Source: an optimization exercise on an open RTL-to-GDS flow (aim: small area, a short achievable clock period and few clock cycles per item). Production flows keep margins and buffers that such runs may drop.
RTL that was checked went through simulation tests only; none was proved equivalent to the original.
Function not checked in run 1: the RTL went through the layout flow alone.

==> flow/design.v, too long to show whole: its modules and the start of the top module <==
// module mul_schedule_rom: 36 lines
// module fe_mul51_core: 13699 lines
// module bctl: 50 lines
// module hold_mux: 3 lines
// module rbit: 3 lines
// module go_gate: 3 lines
// module tselq: 5 lines
// module rbitq: 5 lines
// module tsel: 4 lines
// module pg_node: 4 lines
// module csa_fa: 4 lines
// module csa_ha: 4 lines
module fe_mul51_core (
    input  wire         clk,
    input  wire         rst_n,
    input  wire         start,
    input  wire [319:0] a,
    input  wire [319:0] b,
    output reg          ready,
    output wire [319:0] out
);
  // ...
==> flow/flow/run.sh <==
#!/bin/bash
# Own flow: the standard layout (standard.sh: same synthesis, same SDC and
# clock period, same steps), with three optimisation settings changed:
#  - repair_timing keeps a setup slack margin of 16 ns, so that it optimises
#    towards a shorter period than the constraint;
#  - the port buffers that the flow inserts on every input and output are
#    sky130_fd_sc_hd__buf_2 instead of the delay cell buffer_ports picks by default;
#  - MATCH_CELL_FOOTPRINT=0 lets the resizer change a cell's size freely.
# Tool output goes to standard.log here and to ORFS's logs under orfs/logs.
set -euo pipefail
export SETUP_SLACK_MARGIN=16
export BUFFER_PORTS_ARGS="-buffer_cell sky130_fd_sc_hd__buf_2"
bash standard.sh MATCH_CELL_FOOTPRINT=0 finish > standard.log 2>&1
==> flow/standard.sh <==
#!/bin/bash
# synth_recipe.tcl (not shown) runs the flow's synth.tcl, then flattens the netlist and writes it again
# the make line also repeats each setting of config.mk as NAME=value (left out here)
make -C /OpenROAD-flow-scripts/flow DESIGN_CONFIG=/design/flow/config.mk WORK_HOME=/design/flow/orfs CLKGATE_MAP_FILE= SYNTH_SCRIPT=/design/flow/synth_recipe.tcl "${@:-finish}"
==> flow/config.mk <==
export PLATFORM = sky130hd
export DESIGN_NAME = fe_mul51_core
export DESIGN_NICKNAME = fe_mul51_core
export VERILOG_FILES = /design/flow/design.v
export SDC_FILE = /design/flow/constraint.sdc
export NUM_CORES = 8
export LEC_CHECK = 0
export CAP_MARGIN = 20
export CORE_MARGIN = 2
export CORE_UTILIZATION = 55
export PLACE_DENSITY = 0.65
export SLEW_MARGIN = 20
export SYNTH_HIERARCHICAL = 1
export SYNTH_MINIMUM_KEEP_SIZE = 0
==> flow/constraint.sdc <==
create_clock -name core_clock -period 21.0 [get_ports {clk}]
set_input_delay 4.2000 -clock core_clock [delete_from_list [all_inputs] [get_ports {clk}]]
set_output_delay 4.2000 -clock core_clock [all_outputs]
set_load 0.01 [all_outputs]
==> impl_metrics.toml, run 1 <==
[placement]
dpl.hpwl_mm = 731
pre_cts_ws_ns = 13.54
dpl_cell_area_sq_um = 253000
place_congestion = 1.01

[drt]
wl_per_cell_um = 38.7
routed_via_density = 7.08

[timing]
rsz0062_at_grt = "yes"
fin_crit_ns = 5.84

[final_layout]
multi_input_area_share = 0.773
inv_count = 285
largest_register = "S"
clk_share = 0.0249
layout_commonest_cell = "fa_1"
layout.nets = 28500
seqCellArea_sq_um = 32200
nMultiInputCombCells = 18500

[global_routing]
use_met2 = 0.644

[outcome]
status = "finished clean"

[clock_tree]
cts.clk_slew.worst_paths_ns = 0.07

[worst_setup_path]
cp_slowest_stage_delay_ns = 0.48
crit_path_start_kind = "flop"

[die]
die_h_um = 674
==> run 2, diff against run 1 <==
--- a/flow/design.v
+++ b/flow/design.v
@@ -13256,17 +13256,18 @@
   tselq u_tsel9 (.ty(ty), .tx(tx), .g(uqg12231), .p(uqp12232), .cv(cv), .y(ysel[9]), .yq(yqsel[9]), .t(tsel[9]));
   tselq u_tsel10 (.ty(ty), .tx(tx), .g(uqg12231), .p(uqp12232), .cv(cv), .y(ysel[10]), .yq(yqsel[10]), .t(tsel[10]));
   tselq u_tsel11 (.ty(ty), .tx(tx), .g(uqg12231), .p(uqp12232), .cv(cv), .y(ysel[11]), .yq(yqsel[11]), .t(tsel[11]));
   tselq u_tsel12 (.ty(ty), .tx(tx), .g(uqg12231), .p(uqp12232), .cv(cv), .y(ysel[12]), .yq(yqsel[12]), .t(tsel[12]));
   tselq u_tsel13 (.ty(ty), .tx(tx), .g(uqg12231), .p(uqp12232), .cv(cv), .y(ysel[13]), .yq(yqsel[13]), .t(tsel[13]));
   tselq u_tsel14 (.ty(ty), .tx(tx), .g(uqg12231), .p(uqp12232), .cv(cv), .y(ysel[14]), .yq(yqsel[14]), .t(tsel[14]));
   tselq u_tsel15 (.ty(ty), .tx(tx), .g(uqg12231), .p(uqp12232), .cv(cv), .y(ysel[15]), .yq(yqsel[15]), .t(tsel[15]));
   wire [254:0] qnext;
-  wire [40:0] qlx = cv ? lxs[40:0] : Q[40:0];
+  wire [40:0] qlx;
+  hold_mux_low u_qlx (.s(cv), .a(lxs[40:0]), .b(Q[40:0]), .y(qlx));
   assign qnext[0] = yqsel[0] ? lys[0] : qlx[0];
   assign qnext[1] = yqsel[0] ? lys[1] : qlx[1];
   assign qnext[2] = yqsel[0] ? lys[2] : qlx[2];
   assign qnext[3] = yqsel[0] ? lys[3] : qlx[3];
   assign qnext[4] = yqsel[0] ? lys[4] : qlx[4];
   assign qnext[5] = yqsel[0] ? lys[5] : qlx[5];
   assign qnext[6] = yqsel[0] ? lys[6] : qlx[6];
   assign qnext[7] = yqsel[0] ? lys[7] : qlx[7];
@@ -13298,17 +13299,18 @@
   assign qnext[33] = yqsel[2] ? lys[33] : qlx[33];
   assign qnext[34] = yqsel[2] ? lys[34] : qlx[34];
   assign qnext[35] = yqsel[2] ? lys[35] : qlx[35];
   assign qnext[36] = yqsel[2] ? lys[36] : qlx[36];
   assign qnext[37] = yqsel[2] ? lys[37] : qlx[37];
   assign qnext[38] = yqsel[2] ? lys[38] : qlx[38];
   assign qnext[39] = yqsel[2] ? lys[39] : qlx[39];
   assign qnext[40] = yqsel[2] ? lys[40] : qlx[40];
-  assign qnext[41] = cv ? (cp[41] ^ (ysel[2] ? by : bx)) : Q[41];
+  wire qu0 = cp[41] ^ (ysel[2] ? by : bx);
+  hold_mux1 u_qu (.s(cv), .a(qu0), .b(Q[41]), .y(qnext[41]));
   wire [212:0] uq = cv ? up[212:0] : Q[254:42];
   rbit u_rbitq0 (.u(uq[0]), .g(1'b0), .p(1'b1), .t(tsel[2]), .r(qnext[42]));
   wire gq1 = cv & ug[0];
   rbit u_rbitq1 (.u(uq[1]), .g(gq1), .p(up[0]), .t(tsel[2]), .r(qnext[43]));
   wire gq2 = cv & uqg10947;
   rbit u_rbitq2 (.u(uq[2]), .g(gq2), .p(uqp10948), .t(tsel[2]), .r(qnext[44]));
   wire gq3 = cv & uqg11159;
   rbit u_rbitq3 (.u(uq[3]), .g(gq3), .p(uqp11160), .t(tsel[2]), .r(qnext[45]));
@@ -13786,16 +13788,22 @@
   assign e[41] = d[28];
   assign e[42] = d[29] ^ d[28];
   assign e[43] = d[30] ? (~d[29] & ~d[28]) : (d[29] & d[28]);
   assign e[44] = d[30];
   assign e[45] = d[31] ^ d[30];
   assign e[46] = d[32] ? (~d[31] & ~d[30]) : (d[31] & d[30]);
   assign e[47] = d[32];
 endmodule
+module hold_mux_low (input wire s, input wire [40:0] a, input wire [40:0] b, output wire [40:0] y);
+  assign y = s ? a : b;
+endmodule
+module hold_mux1 (input wire s, input wire a, input wire b, output wire y);
+  assign y = s ? a : b;
+endmodule
 module hold_mux (input wire s, input wire [254:0] a, input wire [254:0] b, output wire [254:0] y);
   assign y = s ? a : b;
 endmodule
 module rbit (input wire u, input wire g, input wire p, input wire t, output wire r);
   assign r = u ^ (g | (p & t));
 endmodule
 module go_gate (input wire s, input wire b, output wire g);
   assign g = s & ~b;
==> flow/flow/run.sh (replaced) <==
#!/bin/bash
# Own flow: the standard layout (standard.sh: same synthesis, same SDC and
# clock period, same steps), with three optimisation settings changed:
#  - repair_timing keeps a setup slack margin of 15.5 ns, so that it optimises
#    towards a shorter period than the constraint;
#  - the port buffers that the flow inserts on every input and output are
#    sky130_fd_sc_hd__buf_2 instead of the delay cell buffer_ports picks by default;
#  - MATCH_CELL_FOOTPRINT=0 lets the resizer change a cell's size freely.
# Tool output goes to standard.log here and to ORFS's logs under orfs/logs.
set -euo pipefail
export SETUP_SLACK_MARGIN=15.5
export BUFFER_PORTS_ARGS="-buffer_cell sky130_fd_sc_hd__buf_2"
bash standard.sh MATCH_CELL_FOOTPRINT=0 finish > standard.log 2>&1
==> run 2 against run 1 <==
Net effect:
- first-iteration DRC count is 2.5% higher
- core utilization is 1.2 points lower
- hold slack better by 0.036 ns
- die area hardly changed
- via count is 0.51% lower
- area after synthesis hardly changed
- global-route usage is 0.33 points lower
- sequential cell count stayed put
- final cell count is 0.29% lower
- final area is 1.9% lower
- critical path type unchanged
==> impl_metrics.toml, run 2 <==
[global_routing]
grt_max_degree = 97
grt_usage = 0.463
grt_pass1_wl_mm = 1510
grt_pass1_vias = 207000
antenna_found_initial = 87
gr-total-overflow = 0

[clock_tree]
clock_sinks = 1497
cts_buffer_depth = 4
cts.clk_slew.worst_paths_ns = 0.07
clockRootBuffer = "clkbuf_16"
htree_levels = 4
cts_tree = "done"
cts_buffers = 195
insertion_delay_ns = 1.04

[yosys]
netlist_area_sq_um = 247000
avgSynthCellArea_sq_um = 10.9
synthCells = 22600
ys_warn_count = 7

[timing]
slew_violations = 0
max_freq_ghz = 0.172
period_share = 0.277
skew_ns = 0.128
finalSetupViolCount = 0
hold_violations = 0
slew_headroom = 0.153
worstMarginPinSlew_ns = 1.27
rsz0062_at_grt = "yes"
fin_crit_ns = 5.82
tns_ns = 0

[placement]
dpl.cell_count = 27400
place.port_buffers = 768
place_congestion = 1.02
dpl.hpwl_mm = 732
dpl_cell_area_sq_um = 252000

[worst_setup_path]
cp_max_fo = 2
crit_path_start_kind = "flop"
timing.critical_path.cells = "buf_6"
cp.arrival_ns = 1.62
critPathRequiredTime_ns = 16.80
crit_buf_inv = 1
worstSetupPathType = "reg2out"
worst_setup_path_end_kind = "output pin"
cp_slowest_stage_delay_ns = 0.53
critical-path-top-delay-family = "flip-flops"
cpMaxStageDelayCell = "dfxtp_4"

[final_layout]
fillCellCount = 37600
design_area_sq_um = 266000
largest_register = "S"
layout_commonest_cell = "fa_1"
layout.nets = 28400
mostFrequentLayoutCells = "4,713 x fa_1, 4,345 x xnor2_1, 4,169 x a22oi_1"
syn_to_final_growth_pct = 7.45
drive_gt1_frac = 0.154
final_cells = 28100
largest_reg_flops = 287
reg.largest.list = "S: 287 flops, C: 286 flops"

[die]
pin_count = 964
row_count = 246
coreArea_sq_um = 448000
fp.dieW_um = 674
die_h_um = 674
start_util = 0.551
dieArea_sq_um = 455000

[drt]
wl_per_cell_um = 38.1
vias = 198000
antenna_left = 0
drtPass1Iterations = 13
routed_wl_mm = 1070
drt_iter0_drc = 28700
route.detailed.drc = 0
routed_via_density = 7.06

[outcome]
status = "finished clean"

[flow_run]
drv_cap = 0

[worst_hold_path]
min_path_type = "reg2reg"
run 2: worst paths after layout:
check / slack (ns) / to / depth (start not counted) / startpoint
min in group asynchronous: 3.30 / first[3] / 1 / rst_n
min: 0.55 / Q[167] / 3 / Q[167]
min reg2reg: 0.55 / Q[167] / 3 / Q[167]
max in group asynchronous: 16.58 / busy / 2 / rst_n
max reg2reg: 15.46 / Q[41] / 17 / C[144]
max: 15.18 / out[300] / 1 / Q[248]
run 2: area by class of cell:
type | instances | area [sq um] | area share
flip-flops and latches | 1497 | 31600 | 0.119
diodes | 60 | 150 | 0.000565
inverters | 285 | 1080 | 0.00406
well taps | 5952 | 7450 | 0.0280
repair buffers | 1405 | 10800 | 0.0407
multi-input cells | 18500 | 208000 | 0.782
clock buffers | 258 | 5560 | 0.0209
clock inverters | 98 | 1230 | 0.00462
run 2: worst min-delay path, cell delays in order (launching register included):
cell     delay (ns)
dfxtp_2        0.33
nand2_1        0.05
nand2_1        0.07
xnor2_1        0.06
run 2: what timing repair did:
item / in CTS / in global routing
hold buffers: 0 / 0
resized for setup: 1020 / 307
pin swaps: 32 / 139
setup endpoints to repair: 577 / 531
gates cloned: 2 / 8
endpoints found under the hold margin: 0 / 0
setup buffers: 77 / 129
run 2: layer usage:
| layer | track usage | up-vias | wire length [um] |
|---|---|---|---|
| met2 | 0.633 | 17800 | 430000 |
| met5 | 0.0134 | - | 1120 |
| met3 | 0.206 | 4470 | 163000 |
| met1 | 0.560 | 101000 | 369000 |
| met4 | 0.375 | 78 | 107000 |
| li1 | - | 75000 | - |
run 2: through the flow:
step,setup slack [ns],util,hold WS (ns)
6_report,15.18,0.593,0.549
5_1_grt,15.18,0.592,0.573
4_1_cts,15.16,0.587,0.530
3_5_place_dp,13.92,0.563,0.542
3_3_place_gp,13.92,0.563,0.539
2_1_floorplan,14.73,-,0.507
Testbench counts of run 2, summed over its fixed seeds: cycles 9,600, ops 960.

what the ideal ports hide:
No port has a modelled driver above. Below, the same layouts with a new extraction and two added sets of constraints. Step 1: set_driving_cell puts a clkbuf_16 on clk and a buf_2 on each other input, an assumption about the parent block. Step 2 times the ports against the registers' clock, not the clock port: input delays grow and output delays shrink by t, the midpoint of the rising clock arrivals with the driver on. Slacks: ideal / step 1 / step 2; pairs: ideal / step 1.
run	t, ns	setup WS [ns]	cell pins on the clock port's net
run 1	1.118	15.160 / 15.031 / 14.990	1
run 2	1.103	15.178 / 15.053 / 14.439	1
After both steps setup and hold are still met in every run listed. For run 2, which loses most, drivers alone change the setup slack by -0.125 ns; drivers and shift together by -0.739 ns.
